This is an optimization exercise on Yosys and OpenROAD, whose aim is small area, not a production implementation.
Function was checked by simulation only, so behaviour that the tests miss may differ from the original.

==> flow/design.v <==
`timescale 1ns / 1ps
module Modu_BPU(
	clk,Iter,blockIndex,Parallel_degree,Init_Flag_BPU_M,Init_Flag_BPU_L,initBeta,Alpha_In_BPU,
	data_In_BPU,
	q_up,
	betaValueOut_next,Le_sys,Le_par,D
	);
	input clk;
	input [3:0] Iter;
	input [2:0] blockIndex;
	input [3:0] Parallel_degree;
	input Init_Flag_BPU_M;
	input Init_Flag_BPU_L;
	input [79:0] initBeta;
	input [79:0] Alpha_In_BPU;
	input [21:0] data_In_BPU;
	input [3:0] q_up;
	output [79:0] betaValueOut_next;
	output [7:0] Le_sys;
	output [7:0] Le_par;
	output D;
	function [13:0] add14;
		input [13:0] a;
		input [13:0] b;
		input ci;
		integer i;
		reg c;
		begin
			c = ci;
			for (i = 0; i < 14; i = i + 1) begin
				add14[i] = a[i] ^ b[i] ^ c;
				c = (a[i] & b[i]) | (c & (a[i] ^ b[i]));
			end
		end
	endfunction
	function [13:0] add14d;
		input [13:0] a;
		input [13:0] b;
		input ci;
		begin
			add14d = ~add14(~a, ~b, ~ci);
		end
	endfunction
	function [13:0] sx10;
		input [9:0] v;
		begin
			sx10 = {{4{v[9]}}, v};
		end
	endfunction
	function [13:0] sx11;
		input [10:0] v;
		begin
			sx11 = {{3{v[10]}}, v};
		end
	endfunction
	function [13:0] sx12;
		input [11:0] v;
		begin
			sx12 = {{2{v[11]}}, v};
		end
	endfunction
	function carry13;
		input [12:0] a;
		input [12:0] b;
		input integer n;
		integer i;
		reg c;
		begin
			c = 1'b1;
			for (i = 0; i < 13; i = i + 1)
				if (i < n)
					c = (a[i] & ~b[i]) | (c & (a[i] | ~b[i]));
			carry13 = c;
		end
	endfunction
	function carry4;
		input [3:0] a;
		input [3:0] b;
		input ci;
		integer i;
		reg c;
		begin
			c = ci;
			for (i = 0; i < 4; i = i + 1)
				c = (a[i] & ~b[i]) | (c & (a[i] | ~b[i]));
			carry4 = c;
		end
	endfunction
	function [10:0] emax;
		input [10:0] a;
		input [10:0] b;
		begin
			emax = (a[10] ^ ~b[10] ^ carry13({2'b00, a}, {2'b00, b}, 11)) ? b : a;
		end
	endfunction
	function [11:0] qmax;
		input [11:0] a;
		input [11:0] b;
		begin
			qmax = (a[11] ^ ~b[11] ^ carry13({2'b00, a}, {2'b00, b}, 11)) ? b : a;
		end
	endfunction
	function [11:0] qmaxf;
		input [11:0] a;
		input [11:0] b;
		reg c4, c8_0, c8_1, c8, c11_0, c11_1, c11;
		begin
			c4 = carry13({9'd0, a[3:0]}, {9'd0, b[3:0]}, 4);
			c8_0 = carry4(a[7:4], b[7:4], 1'b0);
			c8_1 = carry4(a[7:4], b[7:4], 1'b1);
			c8 = c4 ? c8_1 : c8_0;
			c11_0 = carry4({a[10:8], 1'b1}, {b[10:8], 1'b1}, 1'b0);
			c11_1 = carry4({a[10:8], 1'b1}, {b[10:8], 1'b1}, 1'b1);
			c11 = c8 ? c11_1 : c11_0;
			qmaxf = (a[11] ^ ~b[11] ^ c11) ? b : a;
		end
	endfunction
	function [9:0] sat10;
		input [11:0] v;
		begin
			if (v[11:9] == 3'b000 || v[11:9] == 3'b111)
				sat10 = v[9:0];
			else
				sat10 = v[11] ? 10'h200 : 10'h1ff;
		end
	endfunction
	function big512;
		input [12:0] x;
		begin
			big512 = x[12] ? ((x[11:9] != 3'b111) | (x[8:0] == 9'd0)) : (x[11:9] != 3'b000);
		end
	endfunction
	function [7:0] scale_sat;
		input [10:0] y;    
		reg sign, big, sat;
		reg [13:0] mag, t1, t2;
		begin
			sign = y[10];
			big = y[9];
			mag = sign ? add14({5'd0, ~y[8:0]}, 14'd0, 1'b1) : {5'd0, y[8:0]};
			t1 = add14({7'd0, mag[8:2]}, {8'd0, mag[8:3]}, 1'b0);
			t2 = add14(t1, {5'h1f, ~{3'd0, mag[8:6]}}, ~sign);
			if (sign) begin
				sat = big | (~t2[8] & t2[7]);
				scale_sat = sat ? 8'h80 : ~t2[7:0];
			end else begin
				sat = big | t2[7];
				scale_sat = sat ? 8'h7f : t2[7:0];
			end
		end
	endfunction
	reg [8:0] sa_r;    
	reg [6:0] par_r;   
	reg [9:0] g0r, g1r;
	wire [13:0] sa_in = add14d({{7{data_In_BPU[6]}}, data_In_BPU[6:0]}, {{6{data_In_BPU[21]}}, data_In_BPU[21:14]}, 1'b0);
	wire [13:0] g0f = add14(sa_in, {{7{data_In_BPU[13]}}, data_In_BPU[13:7]}, 1'b0);
	wire [13:0] g1f = add14(sa_in, ~{{7{data_In_BPU[13]}}, data_In_BPU[13:7]}, 1'b1);
	always @(posedge clk) begin
		sa_r  <= sa_in[8:0];
		par_r <= data_In_BPU[13:7];
		g0r   <= g0f[9:0];
		g1r   <= g1f[9:0];
	end
	reg [79:0] Breg;
	wire [9:0] B0 = Breg[9:0],   B1 = Breg[19:10], B2 = Breg[29:20], B3 = Breg[39:30];
	wire [9:0] B4 = Breg[49:40], B5 = Breg[59:50], B6 = Breg[69:60], B7 = Breg[79:70];
	function [10:0] gsub;
		input [9:0] g;
		input [9:0] n;
		reg [13:0] d;
		begin
			d = add14(sx10(g), ~sx10(n), 1'b1);
			gsub = d[10:0];
		end
	endfunction
	function [10:0] gadd;
		input [9:0] g;
		input [9:0] n;
		reg [13:0] d;
		begin
			d = add14(sx10(g), sx10(n), 1'b0);
			gadd = d[10:0];
		end
	endfunction
	wire [9:0] g0 = g0r, g1 = g1r;
	wire [10:0] G0p = gsub(g0, B1), G1p = gsub(g1, B1);
	wire [10:0] H0 = gadd(g0, B1), H1 = gadd(g1, B1);
	function [11:0] tp;
		input [9:0] b;
		input [10:0] gp;
		reg [13:0] d;
		begin
			d = add14(sx10(b), sx11(gp), 1'b0);
			tp = d[11:0];
		end
	endfunction
	function [11:0] tm;
		input [9:0] b;
		input [10:0] h;
		reg [13:0] d;
		begin
			d = add14(sx10(b), ~sx11(h), 1'b1);
			tm = d[11:0];
		end
	endfunction
	function [9:0] bmax;
		input [11:0] t1;
		input [11:0] t2;
		begin
			bmax = sat10((t1[11] ^ ~t2[11] ^ carry13({1'b0, t1}, {1'b0, t2}, 12)) ? t2 : t1);
		end
	endfunction
	wire [13:0] n0f = add14(~sx10(g0), 14'd0, 1'b1);    
	assign betaValueOut_next = {
		bmax(tp(B6, G0p), tm(B7, H0)),    
		bmax(tp(B4, G1p), tm(B5, H1)),    
		bmax(tm(B2, H1), tp(B3, G1p)),    
		bmax(tm(B0, H0), {{2{g0[9]}}, g0}),   
		bmax(tm(B6, H0), tp(B7, G0p)),    
		bmax(tm(B4, H1), tp(B5, G1p)),    
		bmax(tp(B2, G1p), tm(B3, H1)),    
		bmax(tp(B0, G0p), n0f[11:0])      
	};
	wire init_any = Init_Flag_BPU_L == 1 || Init_Flag_BPU_M == 1;
	wire init_zero = (Iter==0 && Init_Flag_BPU_L==1'b0 && Init_Flag_BPU_M==1'b1)
		|| (q_up == 1 && blockIndex<Parallel_degree-1 && Iter==0 && Init_Flag_BPU_L==1'b1 && Init_Flag_BPU_M==1'b0);
	always @(posedge clk) begin
		if (init_any)
			Breg <= init_zero ? 80'd0 : initBeta;
		else
			Breg <= betaValueOut_next;
	end
	function [10:0] ab;
		input [9:0] a;
		input [9:0] b;
		reg [13:0] s;
		begin
			s = add14d(sx10(a), sx10(b), 1'b0);
			ab = s[10:0];
		end
	endfunction
	wire [9:0] A0 = Alpha_In_BPU[9:0],   A1 = Alpha_In_BPU[19:10], A2 = Alpha_In_BPU[29:20], A3 = Alpha_In_BPU[39:30];
	wire [9:0] A4 = Alpha_In_BPU[49:40], A5 = Alpha_In_BPU[59:50], A6 = Alpha_In_BPU[69:60], A7 = Alpha_In_BPU[79:70];
	reg [10:0] M1, M2, M3, M4, M5, M6, M7, M8;
	reg [8:0] sa_1;
	reg [6:0] par_1;
	always @(posedge clk) begin
		M1 <= emax(ab(A0,B0), ab(A4,B1));
		M2 <= emax(ab(A1,B2), ab(A5,B3));
		M3 <= emax(ab(A6,B4), ab(A2,B5));
		M4 <= emax(ab(A7,B6), ab(A3,B7));
		M5 <= emax(ab(A4,B0), ab(A0,B1));
		M6 <= emax(ab(A5,B2), ab(A1,B3));
		M7 <= emax(ab(A2,B4), ab(A6,B5));
		M8 <= emax(ab(A3,B6), ab(A7,B7));
		sa_1 <= sa_r;
		par_1 <= par_r;
	end
	function [11:0] addo;
		input [10:0] m;
		input [11:0] o;
		reg [13:0] s;
		begin
			s = add14d(sx11(m), sx12(o), 1'b0);
			addo = s[11:0];
		end
	endfunction
	function [11:0] subo;
		input [10:0] m;
		input [11:0] o;
		reg [13:0] s;
		begin
			s = add14d(sx11(m), ~sx12(o), 1'b1);
			subo = s[11:0];
		end
	endfunction
	wire [11:0] px = {{5{par_1[6]}}, par_1};
	wire [11:0] sx = {{3{sa_1[8]}}, sa_1};
	reg [11:0] Fs1, Fs2, Fp1, Fp2;
	reg [8:0] sa_2;
	always @(posedge clk) begin
		Fs1 <= qmaxf(qmax(addo(M1, px), subo(M2, px)), qmax(subo(M3, px), addo(M4, px)));
		Fs2 <= qmaxf(qmax(subo(M5, px), addo(M6, px)), qmax(addo(M7, px), subo(M8, px)));
		Fp1 <= qmaxf(qmax(addo(M1, sx), subo(M6, sx)), qmax(subo(M7, sx), addo(M4, sx)));
		Fp2 <= qmaxf(qmax(subo(M5, sx), addo(M2, sx)), qmax(addo(M3, sx), subo(M8, sx)));
		sa_2 <= sa_1;
	end
	wire [13:0] les_f = add14(sx12(Fs1), ~sx12(Fs2), 1'b1);
	wire [13:0] lep_f = add14(sx12(Fp1), ~sx12(Fp2), 1'b1);
	function sgn_add;
		input [13:0] a;
		input [13:0] b;
		integer i;
		reg c;
		begin
			c = 1'b0;
			for (i = 0; i < 13; i = i + 1)
				c = (a[i] & b[i]) | (c & (a[i] | b[i]));
			sgn_add = a[13] ^ b[13] ^ c;
		end
	endfunction
	wire d_sign = sgn_add(les_f, {{4{sa_2[8]}}, sa_2, 1'b0});
	reg [10:0] les_r, lep_r;    
	reg [1:0] d_pipe;
	always @(posedge clk) begin
		les_r <= {les_f[12], big512(les_f[12:0]), les_f[8:0]};
		lep_r <= {lep_f[12], big512(lep_f[12:0]), lep_f[8:0]};
		d_pipe <= {d_pipe[0], d_sign};
	end
	assign D = d_pipe[1];
	reg [31:0] les_pipe, lep_pipe;
	always @(posedge clk) begin
		les_pipe <= {les_pipe[23:0], scale_sat(les_r)};
		lep_pipe <= {lep_pipe[23:0], scale_sat(lep_r)};
	end
	assign Le_sys = les_pipe[31:24];
	assign Le_par = lep_pipe[31:24];
endmodule
==> flow/flow/run.sh <==
#!/bin/bash
# The standard layout, with the port buffers taken from the smallest
# buffer cell instead of the one buffer_ports picks by default.
set -e
export BUFFER_PORTS_ARGS="-buffer_cell sky130_fd_sc_hd__buf_1"
bash standard.sh > standard.log 2>&1
==> flow/standard.sh <==
#!/bin/bash
# synth_recipe.tcl (not shown) runs the flow's synth.tcl, then flattens the netlist and writes it again
# the make line also repeats each setting of config.mk as NAME=value (left out here)
make -C /OpenROAD-flow-scripts/flow DESIGN_CONFIG=/design/flow/config.mk WORK_HOME=/design/flow/orfs CLKGATE_MAP_FILE= SYNTH_SCRIPT=/design/flow/synth_recipe.tcl "${@:-finish}"
==> flow/config.mk <==
export PLATFORM = sky130hd
export DESIGN_NAME = Modu_BPU
export DESIGN_NICKNAME = Modu_BPU
export VERILOG_FILES = /design/flow/design.v
export SDC_FILE = /design/flow/constraint.sdc
export NUM_CORES = 4
export LEC_CHECK = 0
export ABC_AREA = 1
export CAP_MARGIN = 20
export CORE_MARGIN = 2
export CORE_UTILIZATION = 75
export PLACE_DENSITY = 0.85
export SETUP_SLACK_MARGIN = 0.1
export SLEW_MARGIN = 20
==> flow/constraint.sdc <==
create_clock -name core_clock -period 10.0 [get_ports {clk}]
set_input_delay 2.0000 -clock core_clock [delete_from_list [all_inputs] [get_ports {clk}]]
set_output_delay 2.0000 -clock core_clock [all_outputs]
set_load 0.01 [all_outputs]
==> impl_metrics.json, run 1 <==
{
  "synth.distinct_cells": 50,
  "clock_skew_ps": 27.6,
  "cp.required_ps": 8000,
  "die_w_um": 215,
  "yosysWarnings": 1,
  "drtIter0Drc": 3164,
  "path_buf_inv": 4,
  "cts-root-buf": "clkbuf_16",
  "finalNonFillerCells": 4951,
  "synth-main-ff-cell": "dfxtp_1",
  "gp_congestion": 1.05,
  "synth-seq-cells": 364,
  "h-tree-depth": 2,
  "timing.setup.tns_ps": 0,
  "cts-buffers-inserted": 39,
  "cts_sinks": 364,
  "insertion_delay_ps": 590,
  "vias_per_cell": 5.79,
  "synth_edf_count": 0,
  "cts_buffer_depth": 3,
  "antenna_found_initial": 10,
  "arrival_ps": 7640,
  "setup_viol": 0,
  "drt-pass1-iter-count": 7,
  "async_flop_share_pct": 0,
  "die_area_um2": 46200,
  "fin_crit_ps": 9640,
  "final_common_cell": "nand2_1",
  "grt_pass1_vias": 28600,
  "drive_gt1_share_pct": 3.61,
  "fin_nets": 5219,
  "area_growth_pct": 8.50,
  "die_y_um": 215,
  "fmax_ghz": 0.104,
  "hpwlAfterDp_um": 83800,
  "grt_pass1_wl_um": 156000,
  "synth_nets": 4964,
  "cts_tree": "yes",
  "crit_slowest_cell": "fa_1",
  "cp_top_family": "adder cells",
  "clkTransAtPathRegs_ps": 60,
  "postRouteAntennaNets": 0,
  "syn_area_um2": 33300,
  "num_rows": 77,
  "cp-end-kind": "output port",
  "status": "finished clean",
  "syn-mean-instance-area_um2": 8.19,
  "cp_max_fo": 19,
  "critPathMaxStageDelay_ps": 450,
  "critPathKind": "flop to output port",
  "max_cap_violations": 0,
  "io_buffer_count": 296,
  "grtUsageTotal_pct": 44.8,
  "hold_viol_final": 0,
  "final_cell_mix": "1121 x nand2_1, 853 x inv_1, 545 x fa_1",
  "grt_max_degree": 81,
  "cpMostUsedCell": "fa_1",
  "overflow": 0,
  "seq_area_frac_synth_pct": 21.9,
  "startpoint_type": "flop",
  "rsz0062_at_grt": "no",
  "max-slew-margin-rel_pct": 47.9,
  "start_util_pct": 75.7,
  "fin_crit_sh_pct": 96.4,
  "tightest_slew_ps": 782,
  "synthCells": 4073,
  "routed_wl_um": 102000,
  "io_pins": 297,
  "holdCritPathClass": "flop to flop",
  "wl_per_cell_um": 20.7,
  "drt_drc_violations_left": 0,
  "slew_violations": 0,
  "dp_cells": 4877,
  "n_fill_cell": 2861,
  "core-area_um2": 44000,
  "num_vias": 28700
}
==> kinds of logic after synthesis <==
| logic type | after synthesis | synth area share [%] |
|---|---|---|
| AOI/OAI and AO/OA | 516 | 9.12 |
| xor gates and xnor gates | 23 | 0.604 |
| adders and majority gates | 694 | 38.3 |
| buffers and inverters | 953 | 11.2 |
| DFF | 364 | 21.9 |
| muxes | 6 | 0.191 |
| and+or+nand+nor | 1517 | 18.7 |
==> cell usage after synthesis (14+ instances only) <==
master | n | area (um^2)
nand2_1 | 1132 | 4250
inv_1 | 856 | 3210
fa_1 | 545 | 10900
dfxtp_1 | 364 | 7290
o21ai_0 | 248 | 1240
nand3_1 | 216 | 1080
ha_1 | 146 | 1830
nor2_1 | 83 | 312
a21oi_1 | 65 | 325
clkbuf_1 | 50 | 188
o22ai_1 | 34 | 213
a22oi_1 | 27 | 203
o21ai_1 | 27 | 135
buf_4 | 25 | 188
o211ai_1 | 25 | 188
nand2_2 | 24 | 150
o221ai_1 | 24 | 210
xor2_1 | 17 | 149
or2_2 | 15 | 93.8
a31oi_1 | 14 | 87.6
o31ai_1 | 14 | 105
==> stage by stage <==
step | hold slack (ps) | worst slack, ps | area [um^2] | util [%]
finish | 323 | 359 | 36200 | 82.2
detailed placement | 312 | 754 | 34800 | 79.0
global placement | 309 | 940 | 34800 | 79.0
floorplan | 310 | 1540 | 33300 | -
CTS | 325 | 120 | 36000 | 81.9
global route | 330 | 106 | 36200 | 82.1
==> cell type report <==
type	count	area, um^2	area share [%]
Tap cell	592	741	2.05
Clock inverter	14	190	0.526
Inverter	858	3220	8.90
Antenna cell	5	12.5	0.0346
Multi-Input combinational cell	2757	22400	62.0
Sequential cell	364	7290	20.1
Clock buffer	53	1080	2.98
Timing Repair Buffer	308	1200	3.32
==> registers in the layout, indices dropped and copies added (netlist names), 11 cells and up <==
register,cells
lep_pipe,32
Fs2,12
Fp1,12
M2,11
M6,11
Fp2,12
lep_r,11
M8,11
les_r,11
M1,11
M3,11
Fs1,12
Breg,80
M4,11
les_pipe,32
M7,11
M5,11
==> per-layer routing <==
layer  routed length [um]  GRT usage [%]  vias up
met2                47300           72.5     1794
met4                 9490           34.6        6
met1                35100           52.3    13400
met5                   34              0        -
li1                     -              -    12900
met3                10400           9.94      529
==> final timing paths <==
path              slack, ps  cells past startpoint               endpoint         from
setup / recovery        360                     25  betaValueOut_next[43]       g0r[0]
hold / removal          320                      0           lep_pipe[11]  lep_pipe[3]
setup reg to reg       2640                     35                 Fs1[8]     par_1[1]
hold reg to reg         320                      0           lep_pipe[11]  lep_pipe[3]
==> what timing repair did <==
action | 4_1_cts | 5_1_grt
buffers inserted | 0 | 1
hold buffers | 0 | 0
resized for setup | 0 | 23
endpoints found under the setup margin | 0 | 72
==> run 2: changes to the inputs <==
--- a/flow/config.mk
+++ b/flow/config.mk
@@ -8,7 +8,7 @@
 export ABC_AREA = 1
 export CAP_MARGIN = 20
 export CORE_MARGIN = 2
-export CORE_UTILIZATION = 75
-export PLACE_DENSITY = 0.85
-export SETUP_SLACK_MARGIN = 0.1
+export CORE_UTILIZATION = 60
+export PLACE_DENSITY = 0.75
+export SETUP_SLACK_MARGIN = 0.15
 export SLEW_MARGIN = 20
==> run 2 against run 1 <==
Net effect: global-route usage fell by 9.9 points; cell count is 3.3% higher; clock-buffer cell count fell by 3; sequential share of layout area fell by 0.22 points; critical path depth stayed put; fmax up 1.2%; setup slack better by 120 ps; synthesized area stayed put; non-clock buffer count is 5 higher; final area increased by 1.1%; register-to-register slack better by 200 ps.
==> impl_metrics.json, run 2 <==
{
  "status": "finished clean",
  "overflow": 0,
  "wl_per_cell_um": 19.2,
  "largestRegisters": "Breg (80), lep_pipe (32), les_pipe (32)",
  "final_common_cell": "nand2_1",
  "cts-buffers-inserted": 41,
  "place_area_um2": 35000,
  "min_from": "les_pipe[11]",
  "gp_congestion": 1.06,
  "grtUsageTotal_pct": 34.9,
  "tightest_slew_ps": 909,
  "seq_area_frac_synth_pct": 21.9,
  "insertion_delay_ps": 600,
  "ff2ff_path_depth": 26,
  "cp.required_ps": 8000,
  "startpoint": "g0r[0]",
  "io_pins": 297,
  "routed_wl_um": 98100,
  "cts_tree": "yes",
  "grt_pass1_vias": 26600,
  "final_cell_mix": "1117 x nand2_1, 855 x inv_1, 545 x fa_1",
  "cp-end-kind": "output port",
  "worst_slack_ps": 475,
  "synth_top_cell_area_share_pct": 32.7,
  "rsz0062_at_grt": "no",
  "clock_skew_ps": 33.3,
  "max_cap_violations": 0,
  "timing.setup.tns_ps": 0,
  "area_growth_pct": 9.68,
  "max-slew-margin-rel_pct": 39.3,
  "setup_viol": 0,
  "drt_drc_violations_left": 0,
  "synth_edf_count": 0,
  "finalNonFillerCells": 5114,
  "cts_hold_buf": 0,
  "drt-pass1-iter-count": 6,
  "fin_nets": 5227,
  "syn_area_um2": 33300,
  "startpoint_type": "flop",
  "arrival_ps": 7530,
  "core-area_um2": 55000,
  "hold_slack_ps": 324,
  "postRouteAntennaNets": 0,
  "pre_cts_slack_ps": 757,
  "r2r_start": "g0r[0]",
  "synth-seq-cells": 364,
  "holdCritPathClass": "flop to flop",
  "yosys.area.top_type": "fa_1",
  "io_buffer_count": 296,
  "fin_crit_sh_pct": 95.3,
  "grt_pass1_wl_um": 148000,
  "largest_reg_flops": 80,
  "synth_nets": 4964,
  "slew_violations": 0,
  "synth_common_cells": "1132 x nand2_1, 856 x inv_1, 545 x fa_1",
  "h-tree-depth": 2,
  "synthTopCellsByArea": "fa_1 33%, dfxtp_1 22%, nand2_1 13%",
  "top_register": "Breg",
  "critPathKind": "flop to output port",
  "start_util_pct": 60.6,
  "num_antenna_cells": 0,
  "cts_buffer_depth": 3,
  "die_w_um": 240,
  "fin_crit_ps": 9530,
  "holdPathStages": 0,
  "cts-root-buf": "clkbuf_16",
  "syn-mean-instance-area_um2": 8.19,
  "die_area_um2": 57500,
  "synth.most_common_cell": "nand2_1",
  "num_rows": 86,
  "yosysWarnings": 1,
  "antenna_found_initial": 5,
  "synthCells": 4073,
  "final_core_util_pct": 66.5,
  "synth-main-ff-cell": "dfxtp_1",
  "drtIter0Drc": 2065,
  "grt_max_degree": 76,
  "vias_per_cell": 5.32,
  "cp_max_fo": 19,
  "final_area_um2": 36600,
  "num_vias": 27200,
  "drive_gt1_share_pct": 3.99,
  "hpwlAfterDp_um": 84300,
  "synth.distinct_cells": 50,
  "dp_cells": 5035,
  "die_y_um": 240,
  "fmax_ghz": 0.105,
  "hold_viol_final": 0,
  "clkTransAtPathRegs_ps": 60,
  "cts_sinks": 364,
  "async_flop_share_pct": 0
}
## run 2: worst paths after layout
kind	end	slack (ps)
setup / recovery	betaValueOut_next[48]	470
hold / removal	les_pipe[19]	320
setup reg to reg	Breg[43]	2840
hold reg to reg	les_pipe[19]	320
## run 2: critical path, stage by stage, from the launching register on
cell and delay, ps:
dfxtp_1 370, inv_1 110, ha_1 290, inv_1 260, ha_1 310, fa_1 390, fa_1 410, fa_1 390
fa_1 380, fa_1 390, fa_1 400, fa_1 390, fa_1 360, inv_1 70, fa_1 170, fa_1 450
o21ai_0 190, o211ai_1 120, nand2_1 90, nand3_1 130, nand2_4 200, nand2_1 80, and2_1 150, o21bai_2 320
nand2_1 310, buf_1 210
## run 2: what timing repair did
action	in CTS	in global routing
buffers inserted	0	4
cloned	0	2
gates resized for setup	1	26
endpoints found under the setup margin	9	72
pin swaps	0	3
hold endpoints to repair	0	0
## run 2: cell type report
type                            count  area [um^2]
Clock inverter                     23          327
Fill cell                        4756        18400
Tap cell                          748          936
Timing Repair Buffer              313         1240
Sequential cell                   364         7290
Multi-Input combinational cell   2758        22500
Clock buffer                       50         1100
Inverter                          858         3220
## run 2: kinds of logic after synthesis
family	count (synthesis)	share of synthesized area [%]
AND/OR/NAND/NOR	1517	18.7
buffers and inverters	953	11.2
adder cells (fa/ha/maj)	694	38.3
AO/OA/AOI/OAI	516	9.12
flip-flops	364	21.9
XOR/XNOR	23	0.604
multiplexers	6	0.191
## run 2: metal layers
layer  up-vias  track usage (%)  routed length [um]  share of wire [%]
met5         -                0                  55              0.056
met3       347             6.64                7290                7.4
li1      13000                -                   -                  -
met4         8             24.0                7770                7.9
met1     12800             41.4               37000                 38
met2      1139             57.6               46000                 47

[re-timing with driven ports]
The flow's constraints put no driver on any port. The routed layouts listed below were extracted and timed again, unchanged, in two steps. Step 1 (the two cells are an assumption about what drives the block):
set clk [get_ports {clk}]
set_driving_cell -lib_cell sky130_fd_sc_hd__clkbuf_16 $clk
set_driving_cell -lib_cell sky130_fd_sc_hd__buf_2 [delete_from_list [all_inputs] $clk]
Step 2, shift: input delay + t, output delay - t, t = (earliest + latest rising clock arrival at the registers) / 2. This alone moves slack from input paths to output paths. Three values: ideal, step 1, step 2; two values: the first two.
run | shift t [ns] | slack for setup (ns) | worst slew at a driven data input, ns
run 1 | 0.637 | 0.359 / 0.295 / 0.932 | 0.11
run 2 | 0.653 | 0.475 / 0.407 / 1.061 | 0.10
After both steps every run listed still meets setup and hold.
